This design comes from an exercise in tuning for small area and a short achievable clock period on the open sky130 flow, not from production work.
Function was not checked in any run shown here: the RTL went through the layout flow alone.
No activity file was given, so power comes from the tool's default toggle rates.

==> flow/design.v, too long to show whole: its modules and the start of the top module <==
// module alu_d: 2994 lines
module alu_d #(parameter N = 32)
(
  input clk, rst,
  input [1:0] inp_valid,
  input mode,
  input [3:0] cmd,
  input ce, cin,
  input [N-1:0] opa, opb,
  output reg err, g, l, e,
  output oflow, cout,
  output [(2*N-1):0] res
);
  // ...
==> flow/flow/run.sh <==
#!/bin/bash
# The standard layout, with the port buffers made of a plain buffer cell
# (buf_2) instead of the delay-cell buffers buffer_ports picks by default.
set -o pipefail
export BUFFER_PORTS_ARGS="-buffer_cell sky130_fd_sc_hd__buf_2"
bash standard.sh > standard.log 2>&1
==> flow/standard.sh <==
#!/bin/bash
# synth_recipe.tcl (not shown) runs the flow's synth.tcl, then flattens the netlist and writes it again
# the make line also repeats each setting of config.mk as NAME=value (left out here)
make -C /OpenROAD-flow-scripts/flow DESIGN_CONFIG=/design/flow/config.mk WORK_HOME=/design/flow/orfs CLKGATE_MAP_FILE= SYNTH_SCRIPT=/design/flow/synth_recipe.tcl "${@:-finish}"
==> flow/config.mk <==
export PLATFORM = sky130hd
export DESIGN_NAME = alu_d
export DESIGN_NICKNAME = alu_d
export VERILOG_FILES = /design/flow/design.v
export SDC_FILE = /design/flow/constraint.sdc
export NUM_CORES = 4
export LEC_CHECK = 0
export ABC_CLOCK_PERIOD_IN_PS = 5000
export CAP_MARGIN = 20
export CORE_MARGIN = 2
export CORE_UTILIZATION = 40
export CTS_CLUSTER_DIAMETER = 60
export CTS_CLUSTER_SIZE = 10
export PLACE_DENSITY = 0.6
export SETUP_SLACK_MARGIN = 5
export SLEW_MARGIN = 20
==> flow/constraint.sdc <==
create_clock -name core_clock -period 11.0 [get_ports {clk}]
set_input_delay 2.2000 -clock core_clock [delete_from_list [all_inputs] [get_ports {clk}]]
set_output_delay 2.2000 -clock core_clock [all_outputs]
set_load 0.01 [all_outputs]
==> flow_summary.json, run 1 <==
{
  "critPathCapture": "res[26]",
  "buf_share_pct": 3.80,
  "drc": 0,
  "synth_adder_area_share_pct": 35.1,
  "grt_use_met1_pct": 39.6,
  "nWellTaps": 1176,
  "cts_hold_buf": 0,
  "cp_max_fo": 4,
  "clkPwrFrac_pct": 20.2,
  "status": "finished clean",
  "largest_reg_flops": 64,
  "mostFrequentLayoutCells": "719 x inv_1, 534 x fa_1, 529 x a22oi_1",
  "synth_top_family_by_area": "adder cells",
  "grt_usage_pct": 29.6,
  "avgRoutedWirePerCell_microns": 27.5,
  "synth-edff-count": 0,
  "syn_nets": 4702,
  "hold_viol": 0,
  "cts-root-buf": "clkbuf_16",
  "synthCells": 3922,
  "p_total_w": 0.00600,
  "syn-cell-area_sq_mm": 0.0365,
  "postCtsSetupBuffers": 1,
  "drt_wl_total_microns": 139000,
  "dpl_cell_area_sq_mm": 0.0382,
  "num_vias": 30000,
  "min-delay-start": "sel_cout",
  "slowest_delay_ns": 0.35,
  "cts_max_level": 2,
  "p_sw_w": 0.00277,
  "fin_skew_ns": 0.0291,
  "p_leak_nw": 17.2,
  "finalInstanceArea_sq_mm": 0.0396
}
==> run 2: changes to the inputs <==
--- a/flow/config.mk
+++ b/flow/config.mk
@@ -12,5 +12,5 @@
 export CTS_CLUSTER_DIAMETER = 60
 export CTS_CLUSTER_SIZE = 10
 export PLACE_DENSITY = 0.6
-export SETUP_SLACK_MARGIN = 5
+export SETUP_SLACK_MARGIN = 4
 export SLEW_MARGIN = 20
==> flow_summary.json, run 2 <==
{
  "status": "finished clean",
  "p_leak_nw": 17.2,
  "drv_slew": 0,
  "drt_wl_total_microns": 139000,
  "slew_headroom_pct": 27.7,
  "max-vdd-ir-drop_v": 0.000104,
  "seq_area_frac_synth_pct": 14.8,
  "grt_max_degree": 38,
  "num_vias": 30100,
  "cap_violations": 0,
  "fp.dieH_microns": 306,
  "hold_viol": 0,
  "cts_max_level": 2,
  "p_total_w": 0.00597,
  "setup_violations": 0,
  "synth_top_family_by_area": "adder cells",
  "path_clk_slew_ns": 0.05,
  "reg_top3": "s_r (64), c_r (63), b_r (33)",
  "cts_tree": "done",
  "largest_register": "s_r",
  "rr_worst_depth": 13,
  "post-dp-hpwl_microns": 94100,
  "portBuffers": 144,
  "ctsLongestPathBuffers": 3,
  "postCtsSetupBuffers": 0,
  "critPathKind": "flop to output port",
  "hold_end": "o_cout",
  "syn_to_final_growth_pct": 8.06,
  "die_x_microns": 306,
  "netlist.area_leader.share_pct": 29.3,
  "drc": 0,
  "clkLatencyLatePin_ns": 0.59,
  "synth-edff-count": 0,
  "cp-end-kind": "output port",
  "largest_reg_flops": 64,
  "fin_util_pct": 43.7,
  "fin_crit_ns": 6.55,
  "antenna_cells": 0,
  "cp_max_fo": 20,
  "synth_common_cells": "719 x inv_1, 534 x fa_1, 529 x a22oi_1",
  "grt_first_pass_wirelength_microns": 206000,
  "antenna_found_initial": 2,
  "finalCritPeriodShare_pct": 59.6,
  "drt-initial-drc-count": 4046,
  "cts-root-buf": "clkbuf_16",
  "worstPathArrival_ns": 4.35,
  "synth_adder_area_share_pct": 35.1,
  "start_kind": "flop",
  "fin_nets": 4642,
  "synth_area_leader_cell": "fa_1",
  "mostFrequentLayoutCells": "719 x inv_1, 534 x fa_1, 529 x a22oi_1",
  "avgRoutedWirePerCell_microns": 27.6,
  "rr_endpoint": "s_r[30]",
  "layout_commonest_cell": "inv_1",
  "syn-cell-area_sq_mm": 0.0365,
  "grt_pass1_vias": 30800,
  "required_ns": 8.80,
  "holdPathStages": 1,
  "cts_made_buffers": 38,
  "yosysMostFrequentCell": "inv_1",
  "die-area_sq_mm": 0.0938,
  "cts_hold_buf": 0,
  "grt_overflow_total": 0,
  "dr.pass1.iters": 6,
  "num_rows": 110,
  "yosys.area_share.simple_pct": 4.55,
  "yosysWarnings": 1,
  "min-delay-start": "sel_cout",
  "crit_chain": "ha_1 -> o211ai_1 -> a21boi_1 -> a211o_1 -> a21oi_4 -> inv_2 -> a21oi_4 -> inv_1 -> ha_1 -> nand2_1 -> o311a_1 -> o211ai_1 -> buf_2",
  "cts_resized": 0,
  "rrSetupSlack_ns": 5.65,
  "ios": 145,
  "ant_nets": 0,
  "coreArea_sq_mm": 0.0903,
  "start_util_pct": 40.5,
  "finalInstanceArea_sq_mm": 0.0395,
  "drive_gt1_share_pct": 10.1,
  "worst_pin_slew_ns": 1.08,
  "vias_per_cell": 5.95,
  "syn_nets": 4702,
  "synth_top_cells_by_area": "fa_1 29%, dfxtp_1 15%, xnor2_1 12%, a22oi_1 11%, inv_1 7.4%",
  "r2r_start": "dneg[4]",
  "place_congestion": 0.927,
  "cts.sinks": 271,
  "fin_skew_ns": 0.0304,
  "ys.flop_type": "dfxtp_1",
  "synth_xor_area_share_pct": 14.0,
  "dpl_cell_area_sq_mm": 0.0382,
  "fin_tns_setup_ns": 0,
  "synthCells": 3922,
  "max_freq_mhz": 153,
  "cellPowerDensity_mw_per_mm2": 151,
  "synth_cell_types": 73,
  "avgSynthCellArea_sq_um": 9.32,
  "rsz0062_at_grt": "no",
  "synth_compound_area_share_pct": 18.4,
  "crit_slowest_cell": "ha_1",
  "hold_path_class": "flop to flop",
  "muxShareOfSynthArea_pct": 2.05,
  "ys_ff_latch": 271,
  "grt_usage_pct": 29.6,
  "ys_async_sr_fraction_pct": 0,
  "slowest_delay_ns": 0.76
}
-- run 2: where the power goes --
part           total, W  leakage [nW]  internal [W]  switching, W
Combinational   0.00332          14.4       0.00124       0.00208
Sequential      0.00144          2.25       0.00123      0.000210
Clock           0.00121         0.585      0.000735      0.000473
-- run 2: cell families (layout without fill, tap and decap cells) --
group,after synthesis,after routing
XOR/XNOR,582,582
flip-flops,271,271
AND/OR/NAND/NOR,348,348
AO/OA/AOI/OAI,900,900
multiplexers,37,37
adder cells (fa/ha/maj),705,705
buffers and inverters,1079,1034
-- run 2: per-stage QoR --
step	cells	worst slack, ns	hold WS [ns]
3_5_place_dp	4998	5.11	0.423
4_1_cts	5053	4.48	0.436
5_1_grt	5053	4.31	0.465
6_report	5053	4.45	0.435
2_1_floorplan	3922	6.08	0.329
3_3_place_gp	4998	5.18	0.423
-- run 2: worst max-delay path by stage --
stage	from	end	slack (ns)	depth (start not counted)
2_1_floorplan	dneg[12]	s_r[33]	6.08	14
3_3_place_gp	c_r[0]	res[63]	5.18	13
3_5_place_dp	c_r[0]	res[63]	5.11	13
4_1_cts	c_r[0]	res[63]	4.48	13
5_1_grt	c_r[0]	res[63]	4.31	13
6_report	c_r[0]	res[63]	4.45	13
-- run 2: worst max-delay path: cells and delay by family (launching register included) --
family          cells  cell delay, ns
compound gates      7            1.54
fa+ha+maj           2            0.95
buf+inv             3            0.35
flops               1            0.30
simple gates        1            0.60
-- run 2: final cells by class --
| type | count | area [sq um] |
|---|---|---|
| clock buffers | 41 | 972 |
| clock inverters | 14 | 254 |
| fillers | 8806 | 50800 |
| inverters | 734 | 2760 |
| multi-input cells | 2572 | 27100 |
| flip-flops and latches | 271 | 5450 |
| well taps | 1176 | 1470 |
| repair buffers | 245 | 1480 |
-- run 2: metal layers --
| metal | vias to the layer above | global-route usage [%] | routed length [microns] |
|---|---|---|---|
| met5 | - | 0 | 7 |
| met4 | 2 | 11.3 | 6020 |
| met3 | 417 | 11.2 | 20400 |
| met2 | 2253 | 43.1 | 57400 |
| met1 | 14700 | 39.6 | 55500 |
| li1 | 12700 | - | - |

==> static timing again, ports no longer ideal <==
How much do the figures lean on ideal ports? The routed layouts below were timed once more, with nothing changed but the port constraints.
Step 1: set_driving_cell puts a clkbuf_16 on clk and a buf_2 on each other input, an assumption about the parent block.
Step 2 adds t to the input delays and takes it off the output delays; t is the mean of the earliest and latest rising clock arrival at the registers after step 1. Input paths then give back, and output paths get back, about the clock's delay inside the block.
Slacks: ideal ports / drivers / drivers and shift; pairs: ideal ports / drivers.
| run | shift t [ns] | setup WS [ns] | worst hold slack (ns) | worst slew at a driven data input, ns | pins driven straight from the clock port |
|---|---|---|---|---|---|
| run 1 | 0.638 | 5.084 / 5.016 / 5.644 | 0.435 / 0.435 / 0.435 | 0.07 | 1 |
| run 2 | 0.637 | 4.447 / 4.379 / 5.017 | 0.435 / 0.435 / 0.435 | 0.07 | 1 |
After both steps setup and hold are still met in every run listed.
